This design comes from an exercise in tuning for small area, a short achievable clock period and few clock cycles on the open sky130 flow, not from production work.
RTL that was checked went through simulation tests only; none was proved equivalent to the original.
Power is estimated from default activity; no workload was simulated.

==> module MFE, before the edit <==
module MFE(clk, reset, ready, busy, iaddr, idata, data_rd, addr, data_wr, wen);
input              clk, reset;
input              ready;
output reg         busy;
output reg  [13:0] iaddr;
input       [ 7:0] idata;
input       [ 7:0] data_rd;
output reg  [13:0] addr;
output reg  [ 7:0] data_wr;
output reg         wen;
function gt8;
    input [7:0] a, b;
    reg [7:0] g1, e1;
    reg [3:0] g2, e2;
    reg [1:0] g3, e3;
    integer i;
    begin
        g1 = a & ~b;
        e1 = a | ~b;
        for (i = 0; i < 4; i = i + 1) begin
            g2[i] = g1[2*i+1] | (e1[2*i+1] & g1[2*i]);
            e2[i] = g1[2*i+1] | (e1[2*i+1] & e1[2*i]);
        end
        for (i = 0; i < 2; i = i + 1) begin
            g3[i] = g2[2*i+1] | (e2[2*i+1] & g2[2*i]);
            e3[i] = g2[2*i+1] | (e2[2*i+1] & e2[2*i]);
        end
        gt8 = g3[1] | (e3[1] & g3[0]);
    end
endfunction
reg        p_first, p_second, p_third;
reg  [1:0] pcnt;        
reg        zcol;        
reg        znew;        
reg        act;         
wire [6:0] rrow = iaddr[13:7];
wire [6:0] rcol = iaddr[6:0];
wire       pix_ok = act && !((p_third && rrow == 7'd127) || (p_second && rrow == 7'd0));
reg  [7:0] r0;
reg  [7:0] q0, q1, q2;                 
wire       ce0 = gt8(q0, r0) | p_first;
wire       ce1 = gt8(q1, r0) | !p_third;
always @(posedge clk) begin
    r0 <= pix_ok ? idata : 8'd0;
    q0 <= ce0 ? r0 : q0;
    q1 <= ce0 ? q0 : (ce1 ? r0 : q1);
    q2 <= ce1 ? q1 : r0;
end
reg  [23:0] P, Q;
always @(posedge clk) begin
    Q <= P;
    P <= p_first ? {q2, q1, q0} : Q;
end
wire [7:0] ql = Q[ 7: 0];
wire [7:0] qm = Q[15: 8];
wire [7:0] qh = Q[23:16];
wire [7:0] vl = zcol ? 8'd0 : ql;
wire [7:0] vh = zcol ? 8'd0 : qh;
reg  [7:0] L, H, M;
wire gtL = gt8(ql, L) & ~zcol;
wire ltH = gt8(H, qh) | zcol;
wire [7:0] ma = qm, mb = P[15:8], mc = q1;
wire m_ab = gt8(ma, mb) & ~zcol;
wire m_ac = (gt8(ma, mc) | znew) & ~zcol;
wire m_bc = gt8(mb, mc) | znew;
wire [7:0] m_med = m_ab ? (m_bc ? mb : (m_ac ? mc : ma)) : (m_ac ? ma : (m_bc ? mc : mb));
always @(posedge clk) begin
    if (p_first | gtL) L <= vl;
    if (p_first | ltH) H <= vh;
    if (p_first) M <= m_med;
end
wire f_ab = gt8(L, M), f_ac = gt8(L, H), f_bc = gt8(M, H);
wire [7:0] f_med = f_ab ? (f_bc ? M : (f_ac ? H : L)) : (f_ac ? L : (f_bc ? H : M));
always @(posedge clk) begin
    data_wr <= f_med;
end
reg        last;        
always @(posedge clk or posedge reset) begin
    if (reset) begin
        busy     <= 1'b0;
        act      <= 1'b0;
        wen      <= 1'b0;
        last     <= 1'b0;
        p_first  <= 1'b0;
        p_second <= 1'b0;
        p_third  <= 1'b1;
        pcnt     <= 2'd0;
    end else begin
        wen <= act && p_first && pcnt == 2'd3;
        last <= act && p_first && pcnt == 2'd3 && iaddr == 14'd2;
        if (!act) begin
            pcnt <= 2'd0;
            if (ready) begin
                busy     <= 1'b1;
                act      <= 1'b1;
                p_first  <= 1'b1;
                p_third  <= 1'b0;
            end
        end else begin
            p_first  <= p_third;
            p_second <= p_first;
            p_third  <= p_second;
            if (p_first && pcnt != 2'd3) pcnt <= pcnt + 2'd1;
            if (last) begin
                busy     <= 1'b0;
                act      <= 1'b0;
                p_first  <= 1'b0;
                p_second <= 1'b0;
                p_third  <= 1'b1;
            end
        end
    end
end
always @(posedge clk) begin
    zcol <= (p_second && rcol == 7'd1) || (p_third && rcol == 7'd2);
    znew <= rcol == 7'd1;
    if (!act) iaddr <= ready ? 14'd0 : 14'd16256;
    else      iaddr <= iaddr + (p_second ? 14'd16129 : 14'd128);
    addr <= iaddr - 14'd3;
end
endmodule
Settings: LEC_CHECK=0, CAP_MARGIN=20, CORE_MARGIN=2, CORE_UTILIZATION=40, CTS_BUF_LIST=sky130_fd_sc_hd__clkbuf_4 sky130_fd_sc_hd__clkbuf_8, SETUP_SLACK_MARGIN=4.5, SLEW_MARGIN=20; clock period 7.0 ns.
standard.sh (not shown) runs the stock make flow with config.mk's settings and CLKGATE_MAP_FILE= SYNTH_SCRIPT=/design/flow/synth_recipe.tcl, a recipe that flattens the netlist after the stock synthesis.
==> flow/flow/run.sh <==
#!/bin/bash
# The standard layout (the standard.sh, all ORFS steps), with three changes:
#  - Yosys's ABC maps with flow/abc_speed.script (the classic delay-targeted
#    mapper) in place of ORFS's abc_speed.script; ORFS's scripts are otherwise
#    used unchanged, from a copy in this folder;
#  - the ports get plain buf_2 buffers instead of the default delay-cell choice;
#  - clock tree synthesis uses no dummy loads.
set -euo pipefail
here=$(pwd)
rm -rf "$here/orfs_scripts"
cp -r "$FLOW_HOME/scripts" "$here/orfs_scripts"
cp "$here/flow/abc_speed.script" "$here/orfs_scripts/abc_speed.script"
bash standard.sh \
  SCRIPTS_DIR="$here/orfs_scripts" \
  BUFFER_PORTS_ARGS="-buffer_cell sky130_fd_sc_hd__buf_2" \
  CTS_ARGS="-sink_clustering_enable -repair_clock_nets -dont_use_dummy_load -buf_list {sky130_fd_sc_hd__clkbuf_4 sky130_fd_sc_hd__clkbuf_8}" \
  finish > standard.log 2>&1
==> flow/flow/abc_speed.script <==
strash
dch
map -D 1300
topo
buffer -c
upsize -c -D 1300
dnsize -c -D 1300
Testbench counts at the start, summed over its fixed seeds: cycles 393,296.
Edit:
--- a/flow/design.v
+++ b/flow/design.v
@@ -32,10 +32,9 @@
 reg  [1:0] pcnt;        
 reg        zcol;        
 reg        znew;        
-reg        act;         
 wire [6:0] rrow = iaddr[13:7];
 wire [6:0] rcol = iaddr[6:0];
-wire       pix_ok = act && !((p_third && rrow == 7'd127) || (p_second && rrow == 7'd0));
+wire       pix_ok = !((p_third && rrow == 7'd127) || (p_second && rrow == 7'd0));
 reg  [7:0] r0;
 reg  [7:0] q0, q1, q2;                 
 wire       ce0 = gt8(q0, r0) | p_first;
@@ -74,6 +73,7 @@
 always @(posedge clk) begin
     data_wr <= f_med;
 end
+reg        act;
 reg        last;        
 always @(posedge clk or posedge reset) begin
     if (reset) begin
@@ -114,8 +114,8 @@
 always @(posedge clk) begin
     zcol <= (p_second && rcol == 7'd1) || (p_third && rcol == 7'd2);
     znew <= rcol == 7'd1;
-    if (!act) iaddr <= ready ? 14'd0 : 14'd16256;
-    else      iaddr <= iaddr + (p_second ? 14'd16129 : 14'd128);
+    if ((!act && !ready) || last) iaddr <= 14'd16256;
+    else                 iaddr <= iaddr + (p_second ? 14'd16129 : 14'd128);
     addr <= iaddr - 14'd3;
 end
 endmodule
After rerunning: The new run completed without violations; via count fell by 0.59%; cell area went down by 0.35%; critical path depth is unchanged; utilization came out lower by 0.16 points; sequential share of layout area rises by 0.13 points.
Testbench counts after the change, summed over its fixed seeds: cycles 393,296.

---

The RTL this note starts from:
==> flow/design.v <==
module MFE(clk, reset, ready, busy, iaddr, idata, data_rd, addr, data_wr, wen);
input              clk, reset;
input              ready;
output reg         busy;
output reg  [13:0] iaddr;
input       [ 7:0] idata;
input       [ 7:0] data_rd;
output reg  [13:0] addr;
output reg  [ 7:0] data_wr;
output reg         wen;
function gt8;
    input [7:0] a, b;
    reg g;
    integer i;
    begin
        g = 1'b0;
        for (i = 0; i < 8; i = i + 1)
            g = (a[i] & ~b[i]) | ((a[i] | ~b[i]) & g);
        gt8 = g;
    end
endfunction
reg        p_first, p_second, p_third;
reg  [1:0] pcnt;        
reg        zcol;        
wire [6:0] rrow = iaddr[13:7];
wire [6:0] rcol = iaddr[6:0];
wire       pix_ok = !((p_third && rrow == 7'd127) || (p_second && rrow == 7'd0));
reg  [7:0] r0;
reg  [7:0] q0, q1, q2;                 
wire       ce0 = gt8(q0, r0) | p_first;
wire       ce1 = gt8(q1, r0) | !p_third;
always @(posedge clk) begin
    r0 <= pix_ok ? idata : 8'd0;
    q0 <= ce0 ? r0 : q0;
    q1 <= ce0 ? q0 : (ce1 ? r0 : q1);
    q2 <= ce1 ? q1 : r0;
end
reg  [23:0] P, Q;
always @(posedge clk) begin
    Q <= P;
    P <= p_first ? {q2, q1, q0} : Q;
end
wire [7:0] ql = Q[ 7: 0];
wire [7:0] qm = Q[15: 8];
wire [7:0] qh = Q[23:16];
wire [7:0] vl = zcol ? 8'd0 : ql;
wire [7:0] vm = zcol ? 8'd0 : qm;
wire [7:0] vh = zcol ? 8'd0 : qh;
reg  [7:0] L, H, mn, mx;
wire gtL = gt8(ql, L) & ~zcol;
wire ltH = gt8(H, qh) | zcol;
wire gtm = gt8(qm, mn) & ~zcol;
wire ltx = gt8(mx, qm) | zcol;
always @(posedge clk) begin
    if (p_first | gtL) L <= vl;
    if (p_first | ltH) H <= vh;
    if (p_first) begin
        mn <= vm;
        mx <= vm;
    end else if (p_second) begin
        if (!gtm) mn <= vm;
        if (!ltx) mx <= vm;
    end else begin
        if (gtm) mn <= ltx ? vm : mx;
    end
end
wire f_ab = gt8(L, mn), f_ac = gt8(L, H), f_bc = gt8(mn, H);
wire [7:0] f_med = f_ab ? (f_bc ? mn : (f_ac ? H : L)) : (f_ac ? L : (f_bc ? H : mn));
always @(posedge clk) begin
    if (p_first) data_wr <= f_med;
end
always @(posedge clk or posedge reset) begin
    if (reset) begin
        busy     <= 1'b0;
        wen      <= 1'b0;
        p_first  <= 1'b0;
        p_second <= 1'b0;
        p_third  <= 1'b1;
        pcnt     <= 2'd0;
    end else begin
        wen <= busy && p_first && pcnt == 2'd3;
        if (!busy) begin
            pcnt <= 2'd0;
            if (ready) begin
                busy     <= 1'b1;
                p_first  <= 1'b1;
                p_third  <= 1'b0;
            end
        end else begin
            p_first  <= p_third;
            p_second <= p_first;
            p_third  <= p_second;
            if (p_first && pcnt != 2'd3) pcnt <= pcnt + 2'd1;
            if (wen && addr == 14'd16383) begin
                busy     <= 1'b0;
                p_first  <= 1'b0;
                p_second <= 1'b0;
                p_third  <= 1'b1;
            end
        end
    end
end
always @(posedge clk) begin
    zcol <= (p_second && rcol == 7'd1) || (p_third && rcol == 7'd2);
    if (!busy) begin
        iaddr <= ready ? 14'd16256 + 14'd128 : 14'd16256;
    end else begin
        iaddr <= iaddr + (p_second ? 14'd16129 : 14'd128);
    end
    addr <= iaddr - 14'd3;
end
endmodule
clock: 7.0 ns
lec_check: 0
cap_margin: 20
core_margin: 2
core_utilization: 40
setup_slack_margin: 4.5
slew_margin: 20
run.sh (not shown) runs the stock make flow with config.mk's settings and CLKGATE_MAP_FILE= SYNTH_SCRIPT=/design/flow/synth_recipe.tcl, a recipe that flattens the netlist after the stock synthesis.
Stock flow here: none of the scripts above is used.
Edit:
--- a/flow/design.v
+++ b/flow/design.v
@@ -11,11 +11,20 @@
 function gt8;
     input [7:0] a, b;
-    reg g;
+    reg [7:0] g1, e1;
+    reg [3:0] g2, e2;
+    reg [1:0] g3, e3;
     integer i;
     begin
-        g = 1'b0;
-        for (i = 0; i < 8; i = i + 1)
-            g = (a[i] & ~b[i]) | ((a[i] | ~b[i]) & g);
-        gt8 = g;
+        g1 = a & ~b;
+        e1 = a | ~b;
+        for (i = 0; i < 4; i = i + 1) begin
+            g2[i] = g1[2*i+1] | (e1[2*i+1] & g1[2*i]);
+            e2[i] = g1[2*i+1] | (e1[2*i+1] & e1[2*i]);
+        end
+        for (i = 0; i < 2; i = i + 1) begin
+            g3[i] = g2[2*i+1] | (e2[2*i+1] & g2[2*i]);
+            e3[i] = g2[2*i+1] | (e2[2*i+1] & e2[2*i]);
+        end
+        gt8 = g3[1] | (e3[1] & g3[0]);
     end
 endfunction
=>
- power came out higher by 1.4%
- hold slack degrades by 0.012 ns
- die area stays flat
- non-clock buffer count came out higher by 4
- setup slack improves by 0.36 ns
- synthesized cell count came out lower by 3.7%
- global-route usage came out lower by 0.37 points
Testbench counts after the change, summed over its fixed seeds: cycles 393,296.
No functional check of the RTL was part of the first run of this note.

-- port drivers added, routing unchanged --
How much do the figures lean on ideal ports? The routed layouts below were timed once more, with nothing changed but the port constraints. Step 1 sets driving cells, clkbuf_16 on the clock port and buf_2 on the other inputs (assumed; they add their load-dependent delay and slew). Step 2 moves the port delays by t, midway between the first and last clock arrival at a register: inputs arrive t later, outputs are due t later. That takes back most of the time a late clock gives input paths. Slacks: ideal ports / drivers / drivers and shift; pairs: ideal ports / drivers.
| run | t (ns) | slack for setup (ns) | worst hold slack (ns) | worst setup path at the end | slew at the worst register clock pin (ns) |
|---|---|---|---|---|---|
| the first run of note 1 | 0.476 | 4.558 / 4.519 / 4.641 | 0.308 / 0.308 / 0.308 | register to register | 0.09 / 0.09 |
| the second run of note 1 | 0.479 | 4.556 / 4.519 / 4.260 | 0.324 / 0.324 / 0.324 | input to register | 0.09 / 0.09 |
| the first run of note 2 | 0.459 | 4.175 / 4.175 / 4.175 | 0.323 / 0.323 / 0.323 | register to register | 0.06 / 0.06 |
| the second run of note 2 | 0.458 | 4.534 / 4.493 / 4.386 | 0.311 / 0.311 / 0.311 | input to register | 0.06 / 0.06 |
After both steps every run listed still meets setup and hold. The setup slack of the second run of note 1, which loses most, moves by -0.037 ns with the drivers and by -0.296 ns with both steps.
